From an optimization exercise on the open Yosys and OpenROAD flow, aimed at a short achievable clock period and few clock cycles; shortcuts taken in it are not production practice. Only simulation tests tie the RTL to the original design; equivalence was not proved. The clock port is modelled as an ideal driver; clocking choices that lean on that would not hold on a real chip. No activity file was given, so power comes from the tool's default toggle rates.

### flow/design.v
module alu
(
  input  [9:0]  op,         
  input  [31:0] operand1,
  input  [31:0] operand2,
  input  [4:0]  shift,      
  output [31:0] sum,        
  output        equal,      
  output        less_s,     
  output        less_u,     
  output [31:0] result
);
assign sum = operand1 + operand2;
wire [32:0] diff = {1'b0, operand1} - {1'b0, operand2};
assign equal  = operand1 == operand2;
assign less_u = diff[32];
assign less_s = (operand1[31] != operand2[31]) ? operand1[31] : diff[32];
wire [31:0] shift_left  = operand1 << shift;
wire [31:0] shift_right = {{32{op[9] & operand1[31]}}, operand1} >> shift;
assign result =
    ({32{op[0]}}  & sum)
  | ({32{op[1]}}  & diff[31:0])
  | ({32{op[2]}}  & {31'b0, less_s})
  | ({32{op[3]}} & {31'b0, less_u})
  | ({32{op[4]}}  & (operand1 ^ operand2))
  | ({32{op[5]}}   & (operand1 | operand2))
  | ({32{op[6]}}  & (operand1 & operand2))
  | ({32{op[7]}}  & shift_left)
  | ({32{op[8] | op[9]}} & shift_right);
endmodule
module program_counter
#(parameter ENTRIES = 8)
(
  input clk,
  input rst,
  input  [29:0] next_pc,       
  output [29:0] pc,
  output [29:0] fetch_next,    
  output                predicted,
  output [ENTRIES-1:0]  predicted_entry,   
  output [29:0]         predicted_dest,
  input                 insert,            
  input  [29:0]         insert_pc,
  input  [29:0]         insert_dest,
  input  [ENTRIES-1:0]  invalidate         
);
reg [29:0] counter;
reg [ENTRIES-1:0] valid;
reg [29:0]        tag  [0:ENTRIES-1];
reg [29:0]        dest [0:ENTRIES-1];
reg [ENTRIES-1:0] next_entry;  
genvar k;
generate
  for (k = 0; k < ENTRIES; k = k + 1) begin : e
    assign predicted_entry[k] = valid[k] && tag[k] == counter;
  end
endgenerate
reg [29:0] dest_sel;
integer i;
always @* begin
  dest_sel = 0;
  for (i = 0; i < ENTRIES; i = i + 1)
    dest_sel = dest_sel | ({30{predicted_entry[i]}} & dest[i]);
end
assign predicted      = |predicted_entry;
assign predicted_dest = dest_sel;
assign fetch_next = predicted ? predicted_dest : counter + 1;
always @(posedge clk)
  if (rst)
    counter <= {28'hFF00000, 2'b00};  
  else
    counter <= next_pc;
reg               insert_q;
reg [29:0]        insert_pc_q, insert_dest_q;
reg [ENTRIES-1:0] invalidate_q;
always @(posedge clk) begin
  insert_pc_q   <= insert_pc;
  insert_dest_q <= insert_dest;
end
always @(posedge clk)
  if (rst) begin
    insert_q     <= 0;
    invalidate_q <= 0;
    valid        <= 0;
    next_entry   <= 1;
  end else begin
    insert_q     <= insert;
    invalidate_q <= invalidate;
    valid <= (valid & ~invalidate_q) | ({ENTRIES{insert_q}} & next_entry);
    if (insert_q)
      next_entry <= {next_entry[ENTRIES-2:0], next_entry[ENTRIES-1]};
  end
always @(posedge clk)
  for (i = 0; i < ENTRIES; i = i + 1)
    if (insert_q && next_entry[i]) begin
      tag[i]  <= insert_pc_q;
      dest[i] <= insert_dest_q;
    end
assign pc = counter;
endmodule
module register_file
(
  input clk,
  input [4:0] read_select_1,
  output [127:0] read_1,  
  input [4:0] read_select_2,
  output [127:0] read_2,
  input        write_enable,
  input [4:0]  write_select,  
  input [31:0] write
);
wire [31:0] regs [0:31];
assign regs[0] = 32'b0;
genvar i, b;
generate
  for (i = 1; i < 32; i = i + 1) begin : r
    reg [31:0] q;
    always @(posedge clk)
      if (write_enable && write_select == i)
        q <= write;
    assign regs[i] = q;
  end
  for (b = 0; b < 4; b = b + 1) begin : bank
    reg [31:0] out_1, out_2;
    integer k;
    always @* begin
      out_1 = 0;
      out_2 = 0;
      for (k = 8*b; k < 8*b + 8; k = k + 1) begin
        out_1 = out_1 | ({32{read_select_1 == k}} & regs[k]);
        out_2 = out_2 | ({32{read_select_2 == k}} & regs[k]);
      end
    end
    assign read_1[32*b +: 32] = out_1;
    assign read_2[32*b +: 32] = out_2;
  end
endgenerate
endmodule
module ad100_cpu
(
  input clk,
  input rst,  
  output     [29:0] addr_1,  
  input      [31:0] read_1,
  output     [29:0] addr_2,  
  input      [31:0] read_2,
  output reg [31:0] write_2,
  output reg        write_enable_1, write_enable_2, write_enable_3, write_enable_4
);
wire [29:0] program_counter;
reg  [29:0] fetch_address;
assign addr_1 = fetch_address;
wire [31:0] instruction = read_1;
wire [4:0] opcode1 = instruction[6:2];
wire [2:0] opcode2 = instruction[14:12];
wire       opcode3 = instruction[30];
wire [4:0] dest_reg  = instruction[11:7];
wire [4:0] src_reg_1 = instruction[19:15];
wire [4:0] src_reg_2 = instruction[24:20];
wire [31:0] immed_u = {instruction[31:12], 12'b0};                              
wire [31:0] immed_i = {{20{instruction[31]}}, instruction[31:20]};              
wire [31:0] immed_s = {{20{instruction[31]}}, instruction[31:25], instruction[11:7]};  
wire [29:0] jal_immed = {{11{instruction[31]}}, instruction[31], instruction[19:12], instruction[20], instruction[30:22]};
wire [29:0] b_immed   = {{19{instruction[31]}}, instruction[31], instruction[7], instruction[30:25], instruction[11:9]};
wire is_lui    = opcode1 == 5'b01101;
wire is_auipc  = opcode1 == 5'b00101;
wire is_jal    = opcode1 == 5'b11011;
wire is_jalr   = opcode1 == 5'b11001;
wire is_branch = opcode1 == 5'b11000;
wire is_load   = opcode1 == 5'b00000;
wire is_store  = opcode1 == 5'b01000;
wire is_opimm  = opcode1 == 5'b00100;
wire is_op     = opcode1 == 5'b01100;
wire uses_src_1 = is_jalr | is_branch | is_load | is_store | is_opimm | is_op;
wire uses_src_2 = is_branch | is_store | is_op;
wire writes_reg = (is_lui | is_auipc | is_jal | is_jalr | is_opimm | is_op) && dest_reg != 0;
wire loads_reg  = is_load && dest_reg != 0;
wire is_shift   = (is_op || is_opimm) && opcode2[1:0] == 2'b01;
reg [9:0] alu_op;
always @* begin
  alu_op = 0;
  if (is_op || is_opimm)
    case (opcode2)
      3'b000: if (is_op && opcode3) alu_op[1] = 1; else alu_op[0] = 1;  
      3'b010: alu_op[2] = 1;  
      3'b011: alu_op[3] = 1;  
      3'b100: alu_op[4] = 1;  
      3'b110: alu_op[5] = 1;  
      3'b111: alu_op[6] = 1;  
      3'b001: alu_op[7] = 1;  
      3'b101: if (opcode3) alu_op[9] = 1; else alu_op[8] = 1;  
    endcase
  else if (is_lui || is_auipc)
    alu_op[0] = 1;  
end
wire        use_immed = !(is_op || is_branch);
wire [31:0] immed = (is_lui || is_auipc) ? immed_u : is_store ? immed_s : immed_i;
wire [127:0] bank1;  
wire [127:0] bank2;  
reg        ex_valid;
reg [29:0] ex_pc;
reg [29:0] ex_link;         
reg [4:0]  ex_dest_reg;
reg        ex_writes_reg;   
reg        ex_loads_reg;
reg        ex_store;
reg        ex_jal, ex_jalr, ex_branch;
reg [2:0]  ex_funct3;
reg [9:0]  ex_alu_op;
reg [29:0] ex_jump_offset;
reg [127:0] ex_bank1, ex_bank2;
reg [31:0] ex_immed;
reg [6:0]  ex_src1;
reg [6:0]  ex_src2;
reg [6:0]  ex_srcs;         
reg [5:0]  ex_srcd;         
reg        ex_replay;       
reg        ex_predicted;    
reg [3:0]  ex_predicted_entry;
reg [29:0] ex_predicted_dest;
reg        mem_load;        
reg        wb_result;       
reg [4:0]  mem_dest_reg;
reg [2:0]  mem_load_type;
reg [1:0]  mem_byte;
reg [29:0] mem_addr;
reg [31:0] last_result;     
reg [31:0] last_write;      
wire ex_execute    = ex_valid && !ex_replay;
wire ex_writes_now = ex_execute && ex_writes_reg;
wire ex_loads_now  = ex_execute && ex_loads_reg;
wire rf_write      = wb_result || mem_load;
wire fwd_ex1 = ex_writes_now && src_reg_1 == ex_dest_reg;
wire fwd_rf1 = !fwd_ex1 && rf_write && src_reg_1 == mem_dest_reg;
wire fwd_ex2 = ex_writes_now && src_reg_2 == ex_dest_reg;
wire fwd_rf2 = !fwd_ex2 && rf_write && src_reg_2 == mem_dest_reg;
wire [3:0] bank_sel1 = 4'b1 << src_reg_1[4:3];
wire [3:0] bank_sel2 = 4'b1 << src_reg_2[4:3];
wire        redirect;
reg  [29:0] next_pc;
wire [29:0] fetch_next;
wire        predicted;
wire [3:0]  predicted_entry;
wire [29:0] predicted_dest;
always @(posedge clk) begin
  ex_valid       <= !rst && !redirect;
  ex_pc          <= program_counter;
  ex_link        <= program_counter + 1;
  ex_dest_reg    <= dest_reg;
  ex_writes_reg  <= writes_reg;
  ex_loads_reg   <= loads_reg;
  ex_store       <= is_store;
  ex_jal         <= is_jal;
  ex_jalr        <= is_jalr;
  ex_branch      <= is_branch;
  ex_funct3      <= opcode2;
  ex_alu_op      <= alu_op;
  ex_jump_offset <= is_jal ? jal_immed : b_immed;
  ex_bank1       <= bank1;
  ex_bank2       <= bank2;
  ex_immed       <= immed;
  ex_predicted       <= predicted;
  ex_predicted_entry <= predicted_entry;
  ex_predicted_dest  <= predicted_dest;
  ex_src1[3:0] <= {4{uses_src_1 && !fwd_ex1 && !fwd_rf1}} & bank_sel1;
  ex_src1[4]   <= uses_src_1 && fwd_ex1;
  ex_src1[5]   <= uses_src_1 && fwd_rf1;
  ex_src1[6]   <= is_auipc;
  ex_src2[3:0] <= {4{!use_immed && !fwd_ex2 && !fwd_rf2}} & bank_sel2;
  ex_src2[4]   <= !use_immed && fwd_ex2;
  ex_src2[5]   <= !use_immed && fwd_rf2;
  ex_src2[6]   <= use_immed;
  ex_srcs[3:0] <= {4{is_shift && !use_immed && !fwd_ex2 && !fwd_rf2}} & bank_sel2;
  ex_srcs[4]   <= is_shift && !use_immed && fwd_ex2;
  ex_srcs[5]   <= is_shift && !use_immed && fwd_rf2;
  ex_srcs[6]   <= is_shift && use_immed;
  ex_srcd[3:0] <= {4{!fwd_ex2 && !fwd_rf2}} & bank_sel2;
  ex_srcd[4]   <= fwd_ex2;
  ex_srcd[5]   <= fwd_rf2;
  ex_replay <= ex_loads_now &&
    ((uses_src_1 && src_reg_1 == ex_dest_reg) || (uses_src_2 && src_reg_2 == ex_dest_reg));
end
wire        btb_insert;
wire [29:0] btb_insert_dest;
wire [3:0]  btb_invalidate;
program_counter #(.ENTRIES(4)) prog_cnt(
  .clk(clk),
  .rst(rst),
  .next_pc(next_pc),
  .fetch_next(fetch_next),
  .pc(program_counter),
  .predicted(predicted),
  .predicted_entry(predicted_entry),
  .predicted_dest(predicted_dest),
  .insert(btb_insert),
  .insert_pc(ex_pc),
  .insert_dest(btb_insert_dest),
  .invalidate(btb_invalidate));
wire [31:0] operand1 =
    ({32{ex_src1[0]}} & ex_bank1[31:0])
  | ({32{ex_src1[1]}} & ex_bank1[63:32])
  | ({32{ex_src1[2]}} & ex_bank1[95:64])
  | ({32{ex_src1[3]}} & ex_bank1[127:96])
  | ({32{ex_src1[4]}} & last_result)
  | ({32{ex_src1[5]}} & last_write)
  | ({32{ex_src1[6]}} & {ex_pc, 2'b00});
wire [31:0] operand2 =
    ({32{ex_src2[0]}} & ex_bank2[31:0])
  | ({32{ex_src2[1]}} & ex_bank2[63:32])
  | ({32{ex_src2[2]}} & ex_bank2[95:64])
  | ({32{ex_src2[3]}} & ex_bank2[127:96])
  | ({32{ex_src2[4]}} & last_result)
  | ({32{ex_src2[5]}} & last_write)
  | ({32{ex_src2[6]}} & ex_immed);
wire [4:0] shift =
    ({5{ex_srcs[0]}} & ex_bank2[4:0])
  | ({5{ex_srcs[1]}} & ex_bank2[36:32])
  | ({5{ex_srcs[2]}} & ex_bank2[68:64])
  | ({5{ex_srcs[3]}} & ex_bank2[100:96])
  | ({5{ex_srcs[4]}} & last_result[4:0])
  | ({5{ex_srcs[5]}} & last_write[4:0])
  | ({5{ex_srcs[6]}} & ex_immed[4:0]);
wire [31:0] store_data =
    ({32{ex_srcd[0]}} & ex_bank2[31:0])
  | ({32{ex_srcd[1]}} & ex_bank2[63:32])
  | ({32{ex_srcd[2]}} & ex_bank2[95:64])
  | ({32{ex_srcd[3]}} & ex_bank2[127:96])
  | ({32{ex_srcd[4]}} & last_result)
  | ({32{ex_srcd[5]}} & last_write);
wire [31:0] sum;
wire        equal, less_s, less_u;
wire [31:0] alu_result;
alu alu(
  .op(ex_alu_op),
  .operand1(operand1),
  .operand2(operand2),
  .shift(shift),
  .sum(sum),
  .equal(equal),
  .less_s(less_s),
  .less_u(less_u),
  .result(alu_result));
reg branch_taken;
always @*
  case (ex_funct3)
    3'b000:    branch_taken = equal;
    3'b001:    branch_taken = !equal;
    3'b100:    branch_taken = less_s;
    3'b101:    branch_taken = !less_s;
    3'b110:   branch_taken = less_u;
    3'b111:   branch_taken = !less_u;
    default: branch_taken = 0;
  endcase
wire static_jump = ex_jal || (ex_branch && branch_taken);
wire [29:0] pc_jump_dest = ex_pc + ex_jump_offset;
wire predicted_right = ex_predicted && ex_predicted_dest == pc_jump_dest;
wire mispredict = ex_jalr || (static_jump ? !predicted_right : ex_predicted);
assign redirect = ex_valid && (ex_replay || mispredict);
wire [29:0] next_if_taken = predicted_right ? fetch_next : pc_jump_dest;
wire [29:0] next_if_not   = ex_predicted ? ex_link : fetch_next;
always @*
  if (!ex_valid)
    next_pc = fetch_next;
  else if (ex_replay)
    next_pc = ex_pc;
  else if (ex_jalr)
    next_pc = sum[31:2];
  else if (ex_jal)
    next_pc = next_if_taken;
  else if (ex_branch)
    next_pc = branch_taken ? next_if_taken : next_if_not;
  else
    next_pc = next_if_not;
wire next_fetch    = !ex_valid;
wire next_replay   = ex_valid && ex_replay;
wire next_jalr     = ex_valid && !ex_replay && ex_jalr;
wire next_taken    = ex_valid && !ex_replay && !ex_jalr && (ex_jal || (ex_branch && branch_taken));
wire next_not      = ex_valid && !ex_replay && !ex_jalr && !(ex_jal || (ex_branch && branch_taken));
wire [29:0] next_fetch_address =
    ({30{next_fetch}}  & fetch_next)
  | ({30{next_replay}} & ex_pc)
  | ({30{next_jalr}}   & sum[31:2])
  | ({30{next_taken}}  & next_if_taken)
  | ({30{next_not}}    & next_if_not);
always @(posedge clk)
  if (rst)
    fetch_address <= {28'hFF00000, 2'b00};  
  else
    fetch_address <= next_fetch_address;
assign btb_insert      = ex_execute && static_jump && !predicted_right;
assign btb_insert_dest = pc_jump_dest;
assign btb_invalidate  = {4{ex_execute && ex_predicted && !(static_jump && predicted_right)}} & ex_predicted_entry;
wire [31:0] write_reg_val =
    alu_result
  | ({32{ex_jal || ex_jalr}}  & {ex_link, 2'b00});
always @(posedge clk)
  last_result <= write_reg_val;
always @(posedge clk) begin
  mem_addr      <= sum[31:2];
  mem_byte      <= sum[1:0];
  mem_load_type <= ex_funct3;
  mem_dest_reg  <= ex_dest_reg;
  write_2       <= store_data;
  if (rst) begin
    mem_load       <= 0;
    wb_result      <= 0;
    write_enable_1 <= 0;
    write_enable_2 <= 0;
    write_enable_3 <= 0;
    write_enable_4 <= 0;
  end else begin
    mem_load       <= ex_loads_now;
    wb_result      <= ex_writes_now;
    write_enable_1 <= 0;
    write_enable_2 <= 0;
    write_enable_3 <= 0;
    write_enable_4 <= 0;
    if (ex_execute && ex_store)
      case (ex_funct3)
        3'b000:  
          case (sum[1:0])
            2'b00: write_enable_1 <= 1;
            2'b01: write_enable_2 <= 1;
            2'b10: write_enable_3 <= 1;
            2'b11: write_enable_4 <= 1;
          endcase
        3'b001:  
          case (sum[1])
            1'b0: begin write_enable_1 <= 1; write_enable_2 <= 1; end
            1'b1: begin write_enable_3 <= 1; write_enable_4 <= 1; end
          endcase
        3'b010: begin  
          write_enable_1 <= 1;
          write_enable_2 <= 1;
          write_enable_3 <= 1;
          write_enable_4 <= 1;
        end
      endcase
  end
end
assign addr_2 = mem_addr;
reg [31:0] load_val;
always @*
  case (mem_load_type)
    3'b000:
      case (mem_byte)
        2'b00: load_val = {{24{read_2[7]}},  read_2[7:0]};
        2'b01: load_val = {{24{read_2[15]}}, read_2[15:8]};
        2'b10: load_val = {{24{read_2[23]}}, read_2[23:16]};
        2'b11: load_val = {{24{read_2[31]}}, read_2[31:24]};
      endcase
    3'b001:
      case (mem_byte[1])
        1'b0: load_val = {{16{read_2[15]}}, read_2[15:0]};
        1'b1: load_val = {{16{read_2[31]}}, read_2[31:16]};
      endcase
    3'b100:
      case (mem_byte)
        2'b00: load_val = {24'b0, read_2[7:0]};
        2'b01: load_val = {24'b0, read_2[15:8]};
        2'b10: load_val = {24'b0, read_2[23:16]};
        2'b11: load_val = {24'b0, read_2[31:24]};
      endcase
    3'b101:
      case (mem_byte[1])
        1'b0: load_val = {16'b0, read_2[15:0]};
        1'b1: load_val = {16'b0, read_2[31:16]};
      endcase
    3'b010:     load_val = read_2;  
    default: load_val = 0;
  endcase
wire [31:0] write_val = mem_load ? load_val : last_result;
always @(posedge clk)
  last_write <= write_val;
register_file regfile(
  .clk(clk),
  .read_select_1(src_reg_1),
  .read_1(bank1),
  .read_select_2(src_reg_2),
  .read_2(bank2),
  .write_enable(rf_write),
  .write_select(mem_dest_reg),
  .write(write_val));
endmodule
### flow/flow/run.sh
#!/bin/bash
# Own layout flow: the standard flow, with ORFS's delay cells
# (clkdlybuf4s*, dlygate*, dlymetal*) kept out of the physical steps, so that
# port buffers and wire repeaters are plain buffers (buffer_ports picks its
# cell itself, so it is named).
# Synthesis runs unchanged first; the don't-use list is extended only after.
set -euo pipefail
bash standard.sh synth > synth.log 2>&1
DELAY_CELLS=""
for c in clkdlybuf4s15_1 clkdlybuf4s15_2 clkdlybuf4s18_1 clkdlybuf4s18_2 \
         clkdlybuf4s25_1 clkdlybuf4s25_2 clkdlybuf4s50_1 clkdlybuf4s50_2 \
         dlygate4sd1_1 dlygate4sd2_1 dlygate4sd3_1 \
         dlymetal6s2s_1 dlymetal6s4s_1 dlymetal6s6s_1; do
  DELAY_CELLS="$DELAY_CELLS sky130_fd_sc_hd__$c"
done
export DONT_USE_CELLS="$DELAY_CELLS"
export BUFFER_PORTS_ARGS="-buffer_cell sky130_fd_sc_hd__buf_4"
bash standard.sh finish > layout.log 2>&1
### flow/standard.sh
#!/bin/bash
# synth_recipe.tcl (not shown) runs the flow's synth.tcl, then flattens the netlist and writes it again
# the make line also repeats each setting of config.mk as NAME=value (left out here)
make -C /OpenROAD-flow-scripts/flow DESIGN_CONFIG=/design/flow/config.mk WORK_HOME=/design/flow/orfs CLKGATE_MAP_FILE= SYNTH_SCRIPT=/design/flow/synth_recipe.tcl "${@:-finish}"
### flow/constraint.sdc
create_clock -name core_clock -period 20.0 [get_ports {clk}]
set_input_delay 4.0000 -clock core_clock [delete_from_list [all_inputs] [get_ports {clk}]]
set_output_delay 4.0000 -clock core_clock [all_outputs]
set_load 0.01 [all_outputs]
### flow/config.mk
export PLATFORM = sky130hd
export DESIGN_NAME = ad100_cpu
export DESIGN_NICKNAME = ad100_cpu
export VERILOG_FILES = /design/flow/design.v
export SDC_FILE = /design/flow/constraint.sdc
export NUM_CORES = 4
export LEC_CHECK = 0
export CAP_MARGIN = 70
export CORE_MARGIN = 2
export CORE_UTILIZATION = 40
export SLEW_MARGIN = 70
==> summary.md, run 1 <==
| Metric | Value |
|---|---|
| Run status | finished clean |
| Proportion of synthesized chip area in sequential cells | 62.3% |
| Worst rel slew slack | 66.1% |
| Fraction of synthesized area in multiplexers | 1.38% |
| Number of maximum-capacitance violations | 0 |
| Avg Cell Area, Syn | 12.1 sq um |
| Die boundary height | 459 um |
| Count of input and output buffers | 159 |
| Number of placed instances, taps included | 9,448 |
| Static leakage | 33.7 nW |
| Final hold violation count | 0 |
| Clock-pin slew of the registers on the worst-case setup and hold paths | 60 ps |
| Die outline area | 211,000 sq um |
| Total of hold buffers inserted after clock tree synthesis | 0 |
| Number of post-CTS setup repair buffers | 0 |
| Library cell contributing the largest single delay on the critical path | clkdlybuf4s50_1 |
| Pin count of the biggest net entering global routing | 65 |
| Num rows | 167 |
| Wire length of the first global-routing pass | 487,000 um |
| Slew at the pin closest to its max-slew limit | 508 ps |
| Initial drt markers | 11,300 |
| Share of the synthesized netlist area taken by xor and xnor gates | 3.03% |
| Worst VDD drop | 0.0000947 V |
| Ys async rst share | 0% |
| Number of enable-type register cells in the synthesized netlist | 1,232 |
| Crit path required time | 20,800 ps |
| Antenna violation net count after detailed routing | 0 |
| Simple-gate area share of the yosys netlist | 8.54% |
| Final estimated routing congestion in global placement | 1.03 |
| Pwr per Cell Area | 92.7 nW/um^2 |
| Vias in the first global route | 61,100 |
| Floorplan core area | 206,000 sq um |
| Delay of the slowest critical-path stage | 590 ps |
| Achievable frequency | 157 MHz |
| Synth Instances | 6,822 |
| Crit path DAT | 7180 ps |
| H-Tree Level Count | 4 |
| Clock sinks | 1,961 |
| Worst min-delay path class | register to register |
| Most frequently used flop master after synthesis | edfxtp_1 |
| Number of antenna violations at the first check in global routing | 38 |
| Overflow left after global routing | 0 |
| I/O pin count | 162 |
| Fraction of final layout cells with drive strength greater than 1 | 17.1% |
| CP Cell Sequence | buf_6 -> a222oi_1 -> clkdlybuf4s50_1 -> buf_2 -> buf_2 -> and3_2 -> inv_1 -> ha_2 -> and3_1 -> nand2_1 -> a21oi_1 -> a22oi_1 -> clkbuf_2 -> a31oi_2 -> a211o_1 -> a311o_1 -> o311ai_2 -> o21ai_1 -> mux2_1 -> o211ai_1 -> buf_1 -> buf_2 |
| TritonCTS clock tree | done |
| Clk_skew | 85.1 ps |
| Number of vias per cell after detailed routing | 6.71 |
| Largest registers in the final layout | regfile.r.q: 992 flops, ex_bank1: 128 flops, ex_bank2: 128 flops |
| Initial Util | 40.1% |
| Area growth, synth to finish | 17.1% |
| Register ranked first by flip-flop count | regfile.r.q |
| Total global-route track usage | 32.9% |
| Number of different library cells in the post-synthesis netlist | 98 |
| Clock buffers created by TritonCTS | 196 |
| Final Net Count | 7,144 |
| Post-route non-filler standard cell count | 9,846 |
| Placement Setup Slack | 13,720 ps |
| Number of vias after detailed routing | 66,100 |
| DRC viols | 0 |
| Post-route setup slack | 13,620 ps |
| Number of synthesized register bits | 1,961 |
| Start-to-end type of the worst setup path | register to register |
| First drt pass iteration count | 17 |
| Adder-cell area share of the yosys netlist | 1.97% |
| Endpoint kind of the worst setup timing path | register |
| CTS Root Cell | clkbuf_16 |
| RSZ-0062 raised after global routing | false |
| Overall die width | 459 um |
| Largest family of logic cells by synthesized area | compound AO/OA/AOI/OAI gates |
| Post-cts resize count | 0 |
| Clock latency on the worst-skew pair | 890 ps |
| Count of pins over their slew limit | 0 |
| CTS max path bufs | 3 |
| Largest fanout on the critical path | 32 |
| Summed negative setup slack over all endpoints | 0 ps |
| Type of element launching the critical path | register |
| Worst reg2reg setup slack | 13,620 ps |
| Post-synthesis cell area | 82,900 sq um |
| HPWL Detailed | 237,000 um |
| Final WL | 359,000 um |
| Top cell family by delay on the critical path | compound AO/OA/AOI/OAI gates |
| Largest register FFs | 992 |
| Post-synthesis compound-gate area fraction | 19.7% |
| Per-cell routed wire length | 36.5 um |
| Synthesized netlist net count | 7,017 |
| Cell with the most instances on the worst path | buf_2 |
| Fin crit share | 31.9% |
| CP Buf/Inv Count | 8 |
| Final worst path period need | 6380 ps |
| Warning count from the yosys run | 5 |
| Final setup violation count | 0 |
cells in the final DEF, fill, tap and decap left out, drive strengths merged, types with 64 or more instances in the layout:
master / n
a22o: 92
nand4: 159
edfxtp: 1232
nand2: 369
xor2: 104
dfxtp: 729
ha: 126
buf: 436
a21oi: 254
a222oi: 164
mux2i: 93
a22oi: 986
o21ai: 189
xnor2: 165
nor2: 375
clkbuf: 287
clkinv: 64
a221oi: 140
nand3: 275
inv: 171
power by group:
group          internal [mW]  switching (mW)  total (mW)
Combinational          0.207           0.439       0.645
Sequential              4.39           0.143        4.54
Clock                   2.18            1.64        3.81
Total                   6.78            2.22        8.99
final cells by class:
type	instances	area, sq um
Multi-Input combinational cell	4174	30400
Clock buffer	278	5530
Sequential cell	1961	51700
Timing Repair Buffer	455	4140
Inverter	161	622
Antenna cell	20	50.0
Tap cell	2704	3380
Clock inverter	93	1140
Fill cell	18200	109000
cell families (layout without fill, tap and decap cells):
logic type,count (synthesis),in the layout
compound gates,2185,2185
xor+xnor,276,276
fa+ha+maj,129,129
buf+inv,687,987
flops,1961,1961
mux,111,111
other cells,0,20
simple gates,1473,1473
path summary, 6_finish.rpt:
path                                      from              end  cells after the start
worst min-delay path            ex_dest_reg[2]  mem_dest_reg[2]                      0
worst max register to register      ex_src1[0]  last_result[30]                     22
worst max-delay path                ex_src1[0]  last_result[30]                     22
worst min register to register  ex_dest_reg[2]  mem_dest_reg[2]                      0
stage by stage:
stage	instance area [sq um]	util (%)	hold slack (ps)	power [mW]
2_1_floorplan	82900	-	329	4.84
3_3_place_gp	87600	42.4	391	5.19
3_5_place_dp	89900	43.6	381	5.22
4_1_cts	96600	46.8	392	8.98
5_1_grt	97000	47.0	406	9.19
6_report	97000	47.0	395	8.99
cell usage after synthesis (all sizes together) (20+ instances only):
cell type / number / area (sq um)
edfxtp: 1232 / 37000
a22oi: 986 / 7400
dfxtp: 729 / 14600
clkbuf: 451 / 1690
nor2: 375 / 1420
nand2: 369 / 1390
nand3: 275 / 1380
a21oi: 254 / 1270
o21ai: 189 / 950
xnor2: 165 / 1450
a222oi: 164 / 1640
inv: 160 / 601
nand4: 159 / 995
a221oi: 140 / 1230
ha: 126 / 1580
xor2: 104 / 911
mux2i: 93 / 931
a22o: 92 / 806
buf: 75 / 318
and3: 55 / 344
o211ai: 55 / 418
a21o: 50 / 375
nor3: 48 / 252
nor4: 37 / 257
a211oi: 31 / 255
o22ai: 31 / 194
nand2b: 30 / 188
and2: 23 / 144
or3: 23 / 144
a311o: 22 / 220
nor2b: 20 / 125
per-layer routing:
| layer | wire length [um] | part of all wire, % | GRT usage, % | vias to the layer above |
|---|---|---|---|---|
| li1 | - | - | - | 27100 |
| met1 | 129000 | 36 | 40.7 | 32800 |
| met2 | 153000 | 43 | 48.4 | 5060 |
| met3 | 48900 | 14 | 12.1 | 1097 |
| met4 | 28200 | 7.8 | 20.9 | 20 |
| met5 | 335 | 0.093 | 0.781 | - |
Testbench counts, summed over its fixed seeds: cycles 92,608.
==> run 2, diff against run 1 <==
==> flow/flow/run.sh (replaced) <==
#!/bin/bash
# Own layout flow: the standard flow (standard.sh), with ORFS's delay
# cells (clkdlybuf4s*, dlygate*, dlymetal*) kept out of the physical steps,
# so that port buffers and wire repeaters are plain buffers:
#  - they are on the don't-use list of the steps after synthesis,
#  - buffer_ports is told to use buf_4 (it picks its cell itself),
#  - after the resize and CTS steps, any delay cell repair inserted anyway
#    is replaced by a plain buffer (swap_delay*.tcl).
# Synthesis runs unchanged first.
set -euo pipefail
HERE=$(pwd)
bash standard.sh synth > synth.log 2>&1
DELAY_CELLS=""
for c in clkdlybuf4s15_1 clkdlybuf4s15_2 clkdlybuf4s18_1 clkdlybuf4s18_2 \
         clkdlybuf4s25_1 clkdlybuf4s25_2 clkdlybuf4s50_1 clkdlybuf4s50_2 \
         dlygate4sd1_1 dlygate4sd2_1 dlygate4sd3_1 \
         dlymetal6s2s_1 dlymetal6s4s_1 dlymetal6s6s_1; do
  DELAY_CELLS="$DELAY_CELLS sky130_fd_sc_hd__$c"
done
export DONT_USE_CELLS="$DELAY_CELLS"
export BUFFER_PORTS_ARGS="-buffer_cell sky130_fd_sc_hd__buf_4"
export POST_RESIZE_TCL="$HERE/flow/swap_delay.tcl"
export POST_CTS_TCL="$HERE/flow/swap_delay_dp.tcl"
bash standard.sh finish > layout.log 2>&1
==> flow/flow/swap_delay.tcl (new file) <==
# Replace any delay cell that repair left in the design by a plain buffer of
# similar drive (the don't-use list does not reach every buffering step).
set swapped 0
foreach inst [[ord::get_db_block] getInsts] {
  set m [[$inst getMaster] getName]
  if {[regexp {^sky130_fd_sc_hd__(clkdlybuf4s[0-9]+|dlygate4sd[0-9]|dlymetal6s[0-9]s)_([0-9]+)$} $m -> kind size]} {
    set new [expr {$size >= 2 ? "sky130_fd_sc_hd__buf_4" : "sky130_fd_sc_hd__buf_2"}]
    replace_cell [$inst getName] $new
    incr swapped
  }
}
puts "swap_delay: replaced $swapped delay cells"
==> flow/flow/swap_delay_dp.tcl (new file) <==
# As swap_delay.tcl, for a step that has already legalized the placement:
# legalize again if anything changed.
source [file join [file dirname [info script]] swap_delay.tcl]
if {$swapped > 0} {
  detailed_placement
  check_placement -verbose
}
--- a/flow/config.mk
+++ b/flow/config.mk
@@ -7,5 +7,5 @@
 export LEC_CHECK = 0
 export CAP_MARGIN = 70
 export CORE_MARGIN = 2
-export CORE_UTILIZATION = 40
+export CORE_UTILIZATION = 45
 export SLEW_MARGIN = 70
==> run 2 against run 1 <==
Effect of this change:
- total power up 1.4%
- wire length shrank 0.66%
- die area decreased by 11%
- non-clock buffer count increased by 42
- count of clock-buffer cells in the layout shrank 7
- critical endpoint is now fetch_address[5]
==> summary.md, run 2 <==
| Metric | Value |
|---|---|
| Run status | finished clean |
| Number of antenna violations at the first check in global routing | 43 |
| Final worst path period need | 6480 ps |
| Area growth, synth to finish | 17.9% |
| Fill count | 15,300 |
| Overall die width | 433 um |
| Placement-stage cell area | 90,000 sq um |
| Summed negative setup slack over all endpoints | 0 ps |
| Crit path DAT | 7200 ps |
| Clock latency on the worst-skew pair | 900 ps |
| Number of maximum-capacitance violations | 0 |
| Avg Cell Area, Syn | 12.1 sq um |
| Final estimated routing congestion in global placement | 1.08 |
| Slew at the pin closest to its max-slew limit | 501 ps |
| TritonCTS clock tree | done |
| Largest registers in the final layout | regfile.r.q: 992 flops, ex_bank1: 128 flops, ex_bank2: 128 flops |
| Final hold violation count | 0 |
| Proportion of synthesized chip area in sequential cells | 62.3% |
| Path depth of the worst reg2reg path | 20 |
| Clock-pin slew of the registers on the worst-case setup and hold paths | 60 ps |
| Endpoint kind of the worst setup timing path | register |
| Post-route non-filler standard cell count | 9,662 |
| Instance count along the most critical hold path | 0 |
| Worst VDD drop | 0.0000935 V |
| CP Cell Sequence | buf_4 -> a222oi_1 -> buf_2 -> and3_2 -> inv_1 -> ha_1 -> nor4_2 -> buf_1 -> buf_1 -> nand3_1 -> or2_1 -> a31o_1 -> and4_1 -> or3_1 -> nor2_2 -> or3_1 -> buf_4 -> nor2_4 -> buf_4 -> a311o_1 |
| Die outline area | 188,000 sq um |
| Crit path required time | 20,720 ps |
| Worst rel slew slack | 66.3% |
| Number of synthesized register bits | 1,961 |
| Count of pins over their slew limit | 0 |
| Count of input and output buffers | 159 |
| Number of different library cells in the post-synthesis netlist | 98 |
| Total Power Consumption | 9.12 mW |
| Library cell contributing the largest single delay on the critical path | a222oi_1 |
| DRC viols | 0 |
| Total global-route track usage | 37.0% |
| Number of vias per cell after detailed routing | 6.90 |
| Static leakage | 34.1 nW |
| Start-to-end type of the worst setup path | register to register |
| I/O pin count | 162 |
| Final setup violation count | 0 |
| Cell type with the highest aggregate area in the netlist | edfxtp_1 |
| Final WL | 357,000 um |
| Delay of the slowest critical-path stage | 540 ps |
| Type of element launching the critical path | register |
| Area occupied by registers | 51,700 sq um |
| Cell area after layout | 97,700 sq um |
| Number of placed instances, taps included | 9,237 |
| RSZ-0062 raised after global routing | false |
| Num rows | 157 |
| Warning count from the yosys run | 5 |
| Most numerous cell in the Yosys netlist | edfxtp_1 |
| Most frequently used flop master after synthesis | edfxtp_1 |
| Startpoint of the most critical hold path | ex_pc[4] |
| Pwr per Cell Area | 93.4 nW/um^2 |
| First drt pass iteration count | 11 |
| Biggest area contributors in the synthesized netlist | edfxtp_1 45%, dfxtp_1 18%, a22oi_1 8.9% |
| Per-cell routed wire length | 37.0 um |
| Floorplan core area | 183,000 sq um |
| Fin crit share | 32.4% |
| Number of vias after detailed routing | 66,700 |
| Synth Instances | 6,822 |
| Most common library cell in the layout ignoring fill and taps | edfxtp_1 |
| Final Net Count | 7,190 |
| Die boundary height | 433 um |
| Antenna violation net count after detailed routing | 0 |
| Wire length of the first global-routing pass | 485,000 um |
| Overflow left after global routing | 0 |
| Crit. Startpoint | ex_src1[0] |
| Worst hold margin | 358 ps |
| Initial drt markers | 12,200 |
| Clk_skew | 89.0 ps |
| HPWL Detailed | 236,000 um |
| Largest register FFs | 992 |
| Fraction of final layout cells with drive strength greater than 1 | 17.8% |
| Clock sinks | 1,961 |
| Pin count of the biggest net entering global routing | 65 |
| Largest fanout on the critical path | 21 |
| Most frequent cells in the layout | 1,232 x edfxtp_1, 977 x a22oi_1, 637 x dfxtp_1 |
| Number of enable-type register cells in the synthesized netlist | 1,232 |
| Area share of the leading cell type in the synthesized netlist | 44.6% |
| Synthesized netlist net count | 7,017 |
| Commonest cells in the synthesized netlist | 1,232 x edfxtp_1, 986 x a22oi_1, 729 x dfxtp_1 |
| Initial Util | 45.3% |
| Post-synthesis cell area | 82,900 sq um |
| Cell with the most instances on the worst path | buf_4 |
| Ys async rst share | 0% |
| Achievable frequency | 154 MHz |
| Worst min-delay path class | register to register |
| Register ranked first by flip-flop count | regfile.r.q |
| Footprint of the multi-input gates | 30,700 sq um |
| FF-to-FF Start | ex_src1[0] |
| Vias in the first global route | 61,300 |
==> run 2: worst paths after layout <==
| kind | end | slack (ps) |
|---|---|---|
| worst max-delay path | fetch_address[5] | 13520 |
| worst min-delay path | prog_cnt.insert_pc_q[4] | 360 |
| worst max register to register | fetch_address[5] | 13520 |
| worst min register to register | prog_cnt.insert_pc_q[4] | 360 |
==> run 2: stage by stage <==
step	worst slack, ps	util (%)
after floorplan	13030	-
after global placement	12980	47.8
final	13520	53.4
after detailed placement	13720	49.2
after global routing	13590	53.3
==> run 2: logic make-up after synthesis <==
group	Yosys count	synth area share (%)
compound gates	2185	19.7
flops	1961	62.3
buf+inv	687	3.16
mux	111	1.38
xor+xnor	276	3.03
fa+ha+maj	129	1.97
simple gates	1473	8.54
==> run 2: power by group <==
group	internal [mW]	total (mW)	switching, mW
logic	0.213	0.664	0.450
registers	4.39	4.53	0.137
clock network	2.26	3.93	1.67
==> run 2: layer usage <==
layer,up-vias,global-route usage (%),part of all wire (%)
met2,5480,53.8,42
met1,32800,46.1,35
met4,22,25.4,8.4
met5,-,0,0.038
li1,27300,-,-
met3,1142,13.2,14
==> run 2: critical path: cells and delay by family (launching register included) <==
family | cells | cell delay, ps
DFF | 1 | 450
buffers and inverters | 7 | 1740
adders and majority gates | 1 | 490
and+or+nand+nor | 9 | 2310
AOI/OAI and AO/OA | 3 | 1270
==> run 2: cell type report <==
cell class | instances | share of cell area (%)
repair buffers | 497 | 4.64
multi-input cells | 4174 | 31.4
flip-flops and latches | 1961 | 53.0
clock buffers | 271 | 5.77
inverters | 161 | 0.629
diodes | 24 | 0.0615
clock inverters | 110 | 1.39
well taps | 2464 | 3.16
==> run 3, diff against run 2 <==
--- a/flow/config.mk
+++ b/flow/config.mk
@@ -7,5 +7,5 @@
 export LEC_CHECK = 0
 export CAP_MARGIN = 70
 export CORE_MARGIN = 2
-export CORE_UTILIZATION = 45
+export CORE_UTILIZATION = 40
 export SLEW_MARGIN = 70
==> run 3 against run 2 <==
Effect of this change:
- clock skew fell by 24 ps
- still clean
- wire length up 0.35%
- highest routed layer unchanged
- synthesized area stayed put
- fmax increased by 6.7%
- sequential share of layout area rose by 0.48 points
- flip-flop and latch count unchanged
- cell area fell by 0.89%
- global-route usage decreased by 4.2 points
==> summary.md, run 3 <==
| Metric | Value |
|---|---|
| Run status | finished clean |
| Worst rel slew slack | 66.0% |
| Placement-stage cell area | 89,900 sq um |
| Area share of the leading cell type in the synthesized netlist | 44.6% |
| Synthesized netlist net count | 7,017 |
| Static leakage | 33.6 nW |
| Crit path DAT | 6870 ps |
| Die outline area | 211,000 sq um |
| Internal Dissipation | 6.69 mW |
| Per-cell routed wire length | 36.4 um |
| Final worst path period need | 6070 ps |
| Avg Cell Area, Syn | 12.1 sq um |
| Final setup violation count | 0 |
| Combinational cell fraction of total power | 7.3% |
| Number of synthesized register bits | 1,961 |
| Clk_skew | 65.0 ps |
| Type of element launching the critical path | register |
| Most numerous cell in the Yosys netlist | edfxtp_1 |
| Number of different library cells in the post-synthesis netlist | 98 |
| Post-route non-filler standard cell count | 9,842 |
| Crit. Startpoint | ex_src1[3] |
| Slew at the pin closest to its max-slew limit | 504 ps |
| Cell type with the highest aggregate area in the netlist | edfxtp_1 |
| Path depth of the worst reg2reg path | 19 |
| Capture point of the worst path | last_result[30] |
| Final hold violation count | 0 |
| Worst hold margin | 398 ps |
| Largest registers in the final layout | regfile.r.q: 992 flops, ex_bank1: 128 flops, ex_bank2: 128 flops |
| Wire length of the first global-routing pass | 487,000 um |
| Count of pins over their slew limit | 0 |
| Number of enable-type register cells in the synthesized netlist | 1,232 |
| Crit path required time | 20,790 ps |
| Final estimated routing congestion in global placement | 1.03 |
| Clock sinks | 1,961 |
| I/O pin count | 162 |
| RSZ-0062 raised after global routing | false |
| Fin crit share | 30.4% |
| Endpoint kind of the worst setup timing path | register |
| Area growth, synth to finish | 16.8% |
| Switch share | 24.7% |
| GRT met3 Usage | 11.8% |
| Final Net Count | 7,143 |
| Worst reg2reg path endpoint | last_result[30] |
| Cell with the most instances on the worst path | o21ai_1 |
| Largest register FFs | 992 |
| Most frequent cells in the layout | 1,232 x edfxtp_1, 975 x a22oi_1, 626 x dfxtp_1 |
| Cell area after layout | 96,800 sq um |
| Floorplan core area | 206,000 sq um |
| Stages on worst setup path | 19 |
| Ys async rst share | 0% |
| Num rows | 167 |
| Fraction of final layout cells with drive strength greater than 1 | 17.3% |
| Number of antenna violations at the first check in global routing | 40 |
| FF-to-FF Start | ex_src1[3] |
| Pwr per Cell Area | 91.7 nW/um^2 |
| Initial Util | 40.1% |
| Commonest cells in the synthesized netlist | 1,232 x edfxtp_1, 986 x a22oi_1, 729 x dfxtp_1 |
| Most frequently used flop master after synthesis | edfxtp_1 |
| Overall die width | 459 um |
| Share of total power in the clock network | 41.7% |
| Antenna violation net count after detailed routing | 0 |
| Number of vias after detailed routing | 65,800 |
| HPWL Detailed | 237,000 um |
| Delay of the slowest critical-path stage | 530 ps |
| Clock latency on the worst-skew pair | 870 ps |
| Warning count from the yosys run | 5 |
| Top cell family by delay on the critical path | compound AO/OA/AOI/OAI gates |
| Worst reg2reg setup slack | 13,930 ps |
| Biggest area contributors in the synthesized netlist | edfxtp_1 45%, dfxtp_1 18%, a22oi_1 8.9% |
| CP Cell Sequence | buf_4 -> a222oi_1 -> and3_1 -> inv_1 -> ha_2 -> o21a_1 -> o21ai_1 -> a21oi_1 -> a22oi_1 -> clkbuf_2 -> a31oi_2 -> a211o_1 -> a311o_1 -> o311ai_2 -> o21ai_1 -> mux2_1 -> o211ai_1 -> buf_1 -> buf_2 |
| Final WL | 358,000 um |
| Die boundary height | 459 um |
| Proportion of synthesized chip area in sequential cells | 62.3% |
| Synth Instances | 6,822 |
| TritonCTS clock tree | done |
| Worst VDD drop | 0.0000917 V |
| Total global-route track usage | 32.8% |
| Sequential fraction of design power | 51.1% |
| Summed negative setup slack over all endpoints | 0 ps |
| Pin count of the biggest net entering global routing | 65 |
| Vias in the first global route | 61,300 |
| DRC viols | 0 |
| Register ranked first by flip-flop count | regfile.r.q |
| Number of placed instances, taps included | 9,448 |
| Start-to-end type of the worst setup path | register to register |
| Most congested layer reported by global routing | met2 |
| Count of input and output buffers | 159 |
| Largest fanout on the critical path | 22 |
| Clock-pin slew of the registers on the worst-case setup and hold paths | 60 ps |
| First drt pass iteration count | 13 |
| Most common library cell in the layout ignoring fill and taps | edfxtp_1 |
| Number of vias per cell after detailed routing | 6.69 |
| Library cell contributing the largest single delay on the critical path | and3_1 |
| Achievable frequency | 165 MHz |
| Global-route track usage on met2 | 48.4% |
| Worst min-delay path class | register to register |
| Number of maximum-capacitance violations | 0 |
| Total Power Consumption | 8.88 mW |
| Overflow left after global routing | 0 |
| Power spent charging and discharging nets | 2.19 mW |
| CP Buf/Inv Count | 5 |
| Post-synthesis cell area | 82,900 sq um |
| Initial drt markers | 11,600 |
| Global Route met1 Usage | 40.5% |
run 3: cell type report:
cell class / count / area (sq um)
antenna: 20 / 50.0
multi-input combinational: 4174 / 30500
clock inverter: 91 / 938
fill: 18200 / 110000
inverter: 161 / 622
sequential: 1961 / 51700
tap: 2704 / 3380
timing repair buffer: 456 / 4110
clock buffer: 275 / 5520
run 3: metrics by stage:
stage / setup slack, ps / utilization [%]
finish: 13930 / 46.9
global route: 13840 / 46.9
detailed placement: 13850 / 43.5
global placement: 13000 / 42.4
floorplan: 13030 / -
run 3: cells by family (layout without fill, tap and decap cells):
| family | after synthesis | in the layout | share of synthesized area [%] |
|---|---|---|---|
| AOI/OAI and AO/OA | 2185 | 2185 | 19.7 |
| DFF | 1961 | 1961 | 62.3 |
| and+or+nand+nor | 1473 | 1473 | 8.54 |
| buffers and inverters | 687 | 983 | 3.16 |
| xor gates and xnor gates | 276 | 276 | 3.03 |
| adders and majority gates | 129 | 129 | 1.97 |
| muxes | 111 | 111 | 1.38 |
| other | 0 | 20 | 0 |
run 3: metal layers:
metal  wire [um]  part of all wire (%)
met5         124                 0.035
met4       27900                   7.8
met3       48800                    14
met2      153000                    43
met1      128000                    36
run 3: how the worst min path moves through the flow:
stage                      end  cells after the start                 start
3_3_place_gp   mem_dest_reg[2]                      0        ex_dest_reg[2]
2_1_floorplan        ex_pc[11]                      0  prog_cnt.counter[11]
6_report       mem_dest_reg[4]                      0        ex_dest_reg[4]
5_1_grt        mem_dest_reg[3]                      0        ex_dest_reg[3]
3_5_place_dp   mem_dest_reg[4]                      0        ex_dest_reg[4]
run 3: worst register-to-register path, cell delays in order, from the launching register on:
cell	delay (ps)
dfxtp_2	430
buf_4	320
a222oi_1	510
and3_1	530
inv_1	240
ha_2	450
o21a_1	140
o21ai_1	260
a21oi_1	110
a22oi_1	200
clkbuf_2	190
a31oi_2	200
a211o_1	440
a311o_1	510
o311ai_2	420
o21ai_1	170
mux2_1	350
o211ai_1	100
buf_1	210
buf_2	230
run 3: power by group through the flow:
| stage | clock network, mW | logic [mW] | registers (mW) |
|---|---|---|---|
| final | 3.70 | 0.645 | 4.54 |
| after global routing | 3.89 | 0.667 | 4.53 |
| after detailed placement | 0 | 0.613 | 4.61 |
| after global placement | 0 | 0.578 | 4.61 |
| after floorplan | 0 | 0.315 | 4.52 |
==> run 4, diff against run 3 <==
--- a/flow/flow/run.sh
+++ b/flow/flow/run.sh
@@ -4,8 +4,8 @@
 # so that port buffers and wire repeaters are plain buffers:
 #  - they are on the don't-use list of the steps after synthesis,
 #  - buffer_ports is told to use buf_4 (it picks its cell itself),
-#  - after the resize and CTS steps, any delay cell repair inserted anyway
-#    is replaced by a plain buffer (swap_delay*.tcl).
+#  - after the resize, CTS and global route steps, any delay cell repair
+#    inserted anyway is replaced by a plain buffer (swap_delay*.tcl).
 # Synthesis runs unchanged first.
 set -euo pipefail
 HERE=$(pwd)
@@ -21,4 +21,5 @@
 export BUFFER_PORTS_ARGS="-buffer_cell sky130_fd_sc_hd__buf_4"
 export POST_RESIZE_TCL="$HERE/flow/swap_delay.tcl"
 export POST_CTS_TCL="$HERE/flow/swap_delay_dp.tcl"
+export POST_GLOBAL_ROUTE_TCL="$HERE/flow/swap_delay_grt.tcl"
 bash standard.sh finish > layout.log 2>&1
==> flow/flow/swap_delay_grt.tcl (new file) <==
# After global routing (whose repair step may insert delay cells as wire
# repeaters): replace them by plain buffers, legalize, reroute the changed
# nets incrementally and write the route guides again.
set delay_insts {}
foreach inst [[ord::get_db_block] getInsts] {
  if {[regexp {^sky130_fd_sc_hd__(clkdlybuf4s[0-9]+|dlygate4sd[0-9]|dlymetal6s[0-9]s)_([0-9]+)$} \
         [[$inst getMaster] getName]]} {
    lappend delay_insts $inst
  }
}
puts "swap_delay_grt: [llength $delay_insts] delay cells"
if {[llength $delay_insts] > 0} {
  global_route -start_incremental
  source [file join [file dirname [info script]] swap_delay.tcl]
  detailed_placement
  check_placement -verbose
  global_route -end_incremental
  estimate_parasitics -global_routing
  write_guides $::env(RESULTS_DIR)/route.guide
}
==> run 4 against run 3 <==
Effect of this change:
- still clean on timing, DRC and antenna
- core utilization about the same
- sequential power hardly changed
- global-route usage unchanged
- flip-flop and latch count is the same
- count of clock-buffer cells in the layout did not move
- synthesized area is the same
- via count increased by 0.13%
- critical path depth unchanged
- first-iteration DRC count stayed put
- clock skew down 2.4 ps
- sequential share of layout area about the same
- die area unchanged
- critical path type unchanged
- largest cell class unchanged
==> summary.md, run 4 <==
| Metric | Value |
|---|---|
| Ys async rst share | 0% |
| Slew at the pin closest to its max-slew limit | 544 ps |
| Area growth, synth to finish | 16.8% |
| Number of enable-type register cells in the synthesized netlist | 1,232 |
| Fin crit share | 30.3% |
| Register ranked first by flip-flop count | regfile.r.q |
| Crit path DAT | 6860 ps |
| Final worst path period need | 6070 ps |
| Synthesized netlist net count | 7,017 |
| Fill count | 18,200 |
| Worst reg2reg path endpoint | last_result[30] |
| Worst VDD drop | 0.0000921 V |
| Number of antenna violations at the first check in global routing | 40 |
| Vias in the first global route | 61,300 |
| Final WL | 358,000 um |
| Area share of the leading cell type in the synthesized netlist | 44.6% |
| Final setup violation count | 0 |
| Number of maximum-capacitance violations | 0 |
| Final estimated routing congestion in global placement | 1.03 |
| Num rows | 167 |
| Largest registers in the final layout | regfile.r.q: 992 flops, ex_bank1: 128 flops, ex_bank2: 128 flops |
| Worst min-delay path class | register to register |
| Number of placed instances, taps included | 9,448 |
| Number of vias after detailed routing | 65,900 |
| Count of pins over their slew limit | 0 |
| Most frequently used flop master after synthesis | edfxtp_1 |
| Proportion of synthesized chip area in sequential cells | 62.3% |
| Footprint of the multi-input gates | 30,500 sq um |
| Biggest area contributors in the synthesized netlist | edfxtp_1 45%, dfxtp_1 18%, a22oi_1 8.9% |
| Most congested layer reported by global routing | met2 |
| Clk_skew | 62.6 ps |
| Commonest cells in the synthesized netlist | 1,232 x edfxtp_1, 986 x a22oi_1, 729 x dfxtp_1 |
| Endpoint kind of the worst setup timing path | register |
| Cell type with the highest aggregate area in the netlist | edfxtp_1 |
| Final Net Count | 7,143 |
| I/O pin count | 162 |
| First drt pass iteration count | 10 |
| Die outline area | 211,000 sq um |
| Worst rel slew slack | 63.7% |
| Warning count from the yosys run | 5 |
| Clock latency on the worst-skew pair | 870 ps |
| Global-route track usage on met2 | 48.4% |
| Per-cell routed wire length | 36.4 um |
| Initial Util | 40.1% |
| Number of vias per cell after detailed routing | 6.69 |
| Clock sinks | 1,961 |
| Pin count of the biggest net entering global routing | 65 |
| Post-synthesis cell area | 82,900 sq um |
| Startpoint of the most critical hold path | ex_dest_reg[4] |
| Path depth of the worst reg2reg path | 19 |
| Total global-route track usage | 32.8% |
| Hold Crit Endpoint | mem_dest_reg[4] |
| Type of element launching the critical path | register |
| Most frequent cells in the layout | 1,232 x edfxtp_1, 975 x a22oi_1, 626 x dfxtp_1 |
| GRT met3 Usage | 11.8% |
| Floorplan core area | 206,000 sq um |
| Static leakage | 33.6 nW |
| Avg Cell Area, Syn | 12.1 sq um |
| TritonCTS clock tree | done |
| Antenna violation net count after detailed routing | 0 |
| Overflow left after global routing | 0 |
| Worst reg2reg setup slack | 13,930 ps |
| Crit path required time | 20,800 ps |
| Instance count along the most critical hold path | 0 |
| Largest register FFs | 992 |
| Number of different library cells in the post-synthesis netlist | 98 |
| Fraction of final layout cells with drive strength greater than 1 | 17.4% |
| Overall die width | 459 um |
| Synth Instances | 6,822 |
| Global Route met1 Usage | 40.5% |
| FF-to-FF Start | ex_src1[3] |
| Most numerous cell in the Yosys netlist | edfxtp_1 |
| Die boundary height | 459 um |
| Number of synthesized register bits | 1,961 |
| Start-to-end type of the worst setup path | register to register |
| HPWL Detailed | 237,000 um |
| Initial drt markers | 11,600 |
| Final hold violation count | 0 |
| DRC viols | 0 |
| Pwr per Cell Area | 91.7 nW/um^2 |
| Run status | finished clean |
| Post-route non-filler standard cell count | 9,843 |
| Area occupied by registers | 51,700 sq um |
| Count of input and output buffers | 159 |
| Largest fanout on the critical path | 22 |
| Achievable frequency | 165 MHz |
| Wire length of the first global-routing pass | 487,000 um |
| Clock-pin slew of the registers on the worst-case setup and hold paths | 60 ps |
| Most common library cell in the layout ignoring fill and taps | edfxtp_1 |
| Summed negative setup slack over all endpoints | 0 ps |
==> run 4: cell counts after synthesis <==
Identical to the previous run, type by type.
==> run 4: worst max path at each step <==
stage	from	endpoint	depth (start not counted)
detailed placement	read_2[31]	regfile.r[27].q[31]	8
floorplan	read_2[23]	regfile.r[10].q[21]	6
finish	ex_src1[3]	last_result[30]	19
global placement	ex_src1[3]	last_result[30]	16
==> run 4: cells by family after synthesis <==
kind of cell	count (synthesis)	share of synthesized area [%]
adders and majority gates	129	1.97
buffers and inverters	687	3.16
DFF	1961	62.3
xor gates and xnor gates	276	3.03
AOI/OAI and AO/OA	2185	19.7
muxes	111	1.38
and+or+nand+nor	1473	8.54
==> run 4: critical path, stage by stage, from the launching register on <==
cell and delay, ps:
dfxtp_2 440, buf_4 320, a222oi_1 490, and3_1 530, inv_1 240, ha_2 450
o21a_1 140, o21ai_1 260, a21oi_1 110, a22oi_1 200, clkbuf_2 190, a31oi_2 200
a211o_1 440, a311o_1 510, o311ai_2 420, o21ai_1 160, mux2_1 350, o211ai_1 100
buf_1 210, buf_2 230
==> run 4: area by class of cell <==
class | instances | share of cell area (%)
tap | 2704 | 3.49
clock buffer | 275 | 5.70
clock inverter | 91 | 0.969
timing repair buffer | 456 | 4.23
multi-input combinational | 4174 | 31.5
antenna | 21 | 0.0543
sequential | 1961 | 53.4
inverter | 161 | 0.642
==> run 4: where the power goes <==
| part | internal (mW) | switching (mW) | total (mW) |
|---|---|---|---|
| combinational | 0.207 | 0.437 | 0.644 |
| clock | 2.09 | 1.61 | 3.70 |
| sequential | 4.39 | 0.143 | 4.54 |
==> run 4: per-stage QoR <==
step	power [mW]	area (sq um)	hold WS, ps	utilization [%]	setup WS (ps)
2_1_floorplan	4.84	82900	329	-	13030
3_3_place_gp	5.19	87600	391	42.4	13000
3_5_place_dp	5.22	89900	381	43.5	13850
6_report	8.88	96800	398	46.9	13930
==> run 4: routing by layer <==
layer | vias up | wire length (um)
li1 | 27100 | -
met1 | 32700 | 128000
met2 | 5006 | 153000
met3 | 1024 | 48700
met4 | 18 | 28300
met5 | - | 124
==> run 5, diff against run 4 <==
--- a/flow/design.v
+++ b/flow/design.v
@@ -10,8 +10,11 @@
   output        less_u,     
   output [31:0] result
 );
-assign sum = operand1 + operand2;
-wire [32:0] diff = {1'b0, operand1} - {1'b0, operand2};
+wire        sum_carry, diff_carry;
+wire [31:0] diff_low;
+prefix_adder add(.a(operand1), .b(operand2),  .carry_in(1'b0), .sum(sum),      .carry_out(sum_carry));
+prefix_adder sub(.a(operand1), .b(~operand2), .carry_in(1'b1), .sum(diff_low), .carry_out(diff_carry));
+wire [32:0] diff = {!diff_carry, diff_low};
 assign equal  = operand1 == operand2;
 assign less_u = diff[32];
 assign less_s = (operand1[31] != operand2[31]) ? operand1[31] : diff[32];
@@ -28,6 +31,38 @@
   | ({32{op[7]}}  & shift_left)
   | ({32{op[8] | op[9]}} & shift_right);
 endmodule
+module prefix_adder
+(
+  input  [31:0] a,
+  input  [31:0] b,
+  input         carry_in,
+  output [31:0] sum,
+  output        carry_out
+);
+wire [31:0] p = a ^ b;
+wire [31:0] g0 = a & b;
+wire [31:0] gen  [0:5];
+wire [31:0] prop [0:5];
+assign gen[0]  = {g0[31:1], g0[0] | (p[0] & carry_in)};
+assign prop[0] = p;
+genvar l, i;
+generate
+  for (l = 0; l < 5; l = l + 1) begin : level
+    for (i = 0; i < 32; i = i + 1) begin : column
+      if (i >= (1 << l)) begin : merge
+        assign gen[l+1][i]  = gen[l][i] | (prop[l][i] & gen[l][i - (1 << l)]);
+        assign prop[l+1][i] = prop[l][i] & prop[l][i - (1 << l)];
+      end else begin : pass
+        assign gen[l+1][i]  = gen[l][i];
+        assign prop[l+1][i] = prop[l][i];
+      end
+    end
+  end
+endgenerate
+wire [31:0] carry = {gen[5][30:0], carry_in};
+assign sum = p ^ carry;
+assign carry_out = gen[5][31];
+endmodule
 module program_counter
 #(parameter ENTRIES = 8)
 (
==> run 5 against run 4 <==
Effect of this change:
- still clean
- via count up 1.4%
- cell area up 1.5%
- die area up 0.21%
- critical path depth up 1
- synthesized cell count up 0.38%
- count of clock-buffer cells in the layout down 10
- register-to-register slack worse by 170 ps
- first-iteration DRC count up 2.1%
- global-route usage up 0.88 points
==> summary.md, run 5 <==
| Metric | Value |
|---|---|
| Cell type with the highest aggregate area in the netlist | edfxtp_1 |
| Avg Cell Area, Syn | 12.1 sq um |
| Cell area after layout | 98,200 sq um |
| Fin crit share | 31.2% |
| Ys async rst share | 0% |
| Num rows | 167 |
| Floorplan core area | 207,000 sq um |
| Antenna violation net count after detailed routing | 0 |
| Number of vias per cell after detailed routing | 6.72 |
| Placement-stage cell area | 90,800 sq um |
| Final WL | 368,000 um |
| Per-cell routed wire length | 37.0 um |
| TritonCTS clock tree | done |
| Pwr per Cell Area | 93.6 nW/um^2 |
| Warning count from the yosys run | 6 |
| HPWL Detailed | 244,000 um |
| Initial drt markers | 11,900 |
| Overall die width | 460 um |
| Largest registers in the final layout | regfile.r.q: 992 flops, ex_bank1: 128 flops, ex_bank2: 128 flops |
| Most numerous cell in the Yosys netlist | edfxtp_1 |
| Vias in the first global route | 61,900 |
| Initial Util | 40.2% |
| Commonest cells in the synthesized netlist | 1,232 x edfxtp_1, 1,014 x a22oi_1, 729 x dfxtp_1 |
| Number of enable-type register cells in the synthesized netlist | 1,232 |
| Worst min-delay path class | register to register |
| Summed negative setup slack over all endpoints | 0 ps |
| Crit path required time | 20,700 ps |
| Total global-route track usage | 33.7% |
| Clock latency on the worst-skew pair | 910 ps |
| Die outline area | 211,000 sq um |
| Number of different library cells in the post-synthesis netlist | 88 |
| Largest register FFs | 992 |
| Combinational cell fraction of total power | 8.6% |
| Endpoint kind of the worst setup timing path | register |
| Most frequently used flop master after synthesis | edfxtp_1 |
| Crit path DAT | 6940 ps |
| Run status | finished clean |
| Internal Dissipation | 6.86 mW |
| Wire length of the first global-routing pass | 498,000 um |
| Synth Instances | 6,848 |
| Count of pins over their slew limit | 0 |
| Worst rel slew slack | 64.1% |
| DRC viols | 0 |
| Share of total power in the clock network | 41.6% |
| Final worst path period need | 6240 ps |
| Area share of the leading cell type in the synthesized netlist | 44.5% |
| Proportion of synthesized chip area in sequential cells | 62.1% |
| Number of antenna violations at the first check in global routing | 42 |
| Slew at the pin closest to its max-slew limit | 537 ps |
| Most frequent cells in the layout | 1,232 x edfxtp_1, 1,002 x a22oi_1, 642 x dfxtp_1 |
| I/O pin count | 162 |
| Placement Setup Slack | 13,610 ps |
| FF-to-FF Start | ex_src1[0] |
| First drt pass iteration count | 11 |
| Final hold violation count | 0 |
| Biggest area contributors in the synthesized netlist | edfxtp_1 45%, dfxtp_1 18%, a22oi_1 9.2% |
| Register ranked first by flip-flop count | regfile.r.q |
| Number of maximum-capacitance violations | 0 |
| Clock-pin slew of the registers on the worst-case setup and hold paths | 60 ps |
| Switch share | 25.4% |
| Worst VDD drop | 0.0000995 V |
| Pin count of the biggest net entering global routing | 59 |
| Number of vias after detailed routing | 66,800 |
| Type of element launching the critical path | register |
| Worst hold margin | 388 ps |
| Startpoint of the most critical hold path | ex_dest_reg[4] |
| Area growth, synth to finish | 18.3% |
| Static leakage | 34.1 nW |
| Most common library cell in the layout ignoring fill and taps | edfxtp_1 |
| Final setup violation count | 0 |
| Post-route setup slack | 13,760 ps |
| Sequential fraction of design power | 49.8% |
| Die boundary height | 460 um |
| Synthesized netlist net count | 7,043 |
| Final estimated routing congestion in global placement | 1.01 |
| Fraction of final layout cells with drive strength greater than 1 | 18.1% |
| Achievable frequency | 160 MHz |
| Overflow left after global routing | 0 |
| Count of input and output buffers | 159 |
| Power spent charging and discharging nets | 2.33 mW |
| Clk_skew | 77.9 ps |
| Crit. Startpoint | ex_src1[0] |
| Start-to-end type of the worst setup path | register to register |
| Final Net Count | 7,232 |
| Clock sinks | 1,961 |
| Largest fanout on the critical path | 38 |
| Number of synthesized register bits | 1,961 |
| Post-synthesis cell area | 83,000 sq um |
run 5: changes by cell type after synthesis, moves of 20 or more:
cell	previous run	this run
xor2_1	104	55
inv_1	159	191
a221oi_1	140	106
buf_2	23	3
xnor2_1	165	211
a22o_1	92	71
a222oi_1	164	186
a22oi_1	986	1014
and3_1	55	31
run 5: cells by family (layout without fill, tap and decap cells):
family,count (synthesis),in the layout,synth area share (%)
adders and majority gates,129,129,1.97
other,0,35,0
AOI/OAI and AO/OA,2222,2222,19.8
muxes,123,123,1.52
DFF,1961,1961,62.1
and+or+nand+nor,1439,1439,8.30
xor gates and xnor gates,277,277,3.11
buffers and inverters,697,1056,3.19
run 5: per-stage QoR:
step / total power [mW] / std cells / utilization [%]
final: 9.19 / 9946 / 47.5
after floorplan: 4.93 / 6848 / -
after global placement: 5.34 / 9414 / 42.5
after detailed placement: 5.39 / 9527 / 44.0
run 5: worst max-delay path: stages (launching register included):
cell and delay, ps:
dfxtp_1 310, buf_6 230, a222oi_1 360, buf_1 200
buf_1 200, buf_2 180, and3_2 330, inv_1 120
ha_1 450, or4_1 660, nor4_2 400, buf_2 240
buf_1 150, and2_1 190, xnor2_1 70, or4b_1 490
o21ai_1 240, nor2_2 160, or3_1 370, buf_4 270
o21ai_1 410
run 5: power by group through the flow:
stage	Combinational, mW	Clock [mW]	Sequential, mW
floorplan	0.373	0	4.55
global placement	0.689	0	4.65
detailed placement	0.746	0	4.65
finish	0.792	3.82	4.58
run 5: cell type report:
type / instances / area (sq um)
fillers: 18100 / 108000
repair buffers: 497 / 4530
inverters: 192 / 724
flip-flops and latches: 1961 / 51700
well taps: 2704 / 3380
clock inverters: 102 / 1180
multi-input cells: 4190 / 31100
diodes: 35 / 87.6
clock buffers: 265 / 5540
run 5: per-layer routing:
layer | part of all wire [%] | track usage (%) | vias up
met2 | 43 | 49.6 | 4995
met5 | 0.042 | 0 | -
met4 | 7.6 | 21.4 | 24
met1 | 36 | 41.8 | 33400
met3 | 13 | 12.3 | 1040
li1 | - | - | 27400
run 5: path summary, 6_finish.rpt:
kind                                          to  depth (start not counted)  slack [ps]
worst min register to register   mem_dest_reg[4]                          0         390
worst max register to register  fetch_address[3]                         20       13760
worst min-delay path             mem_dest_reg[4]                          0         390
worst max-delay path            fetch_address[3]                         20       13760
Testbench counts of run 5, summed over its fixed seeds: cycles 92,608.

==> separate check: timing with driven ports <==
The results above use ideal ports. As a check the final layouts listed here were re-extracted and re-timed, cells and wires unchanged.
Step 1 sets driving cells, clkbuf_16 on the clock port and buf_2 on the other inputs (assumed; they add their load-dependent delay and slew).
Step 2, shift: input delay + t, output delay - t, t = (earliest + latest rising clock arrival at the registers) / 2. This alone moves slack from input paths to output paths.
Three values: ideal, step 1, step 2; two values: the first two.
| run | t, ns | setup slack, ns | worst setup path after step 2 | pins driven straight from the clock port |
|---|---|---|---|---|
| run 1 | 0.935 | 13.625 / 13.625 / 13.625 | register to register | 1 |
| run 2 | 0.942 | 13.523 / 13.523 / 13.523 | register to register | 1 |
| run 3 | 0.928 | 13.927 / 13.927 / 13.623 | input to register | 1 |
| run 4 | 0.930 | 13.932 / 13.932 / 13.810 | input to register | 1 |
| run 5 | 0.959 | 13.761 / 13.761 / 13.569 | input to register | 1 |
After both steps setup and hold are still met in every run listed. The setup slack of run 3, which loses most, moves by 0.000 ns with the drivers and by -0.304 ns with both steps.
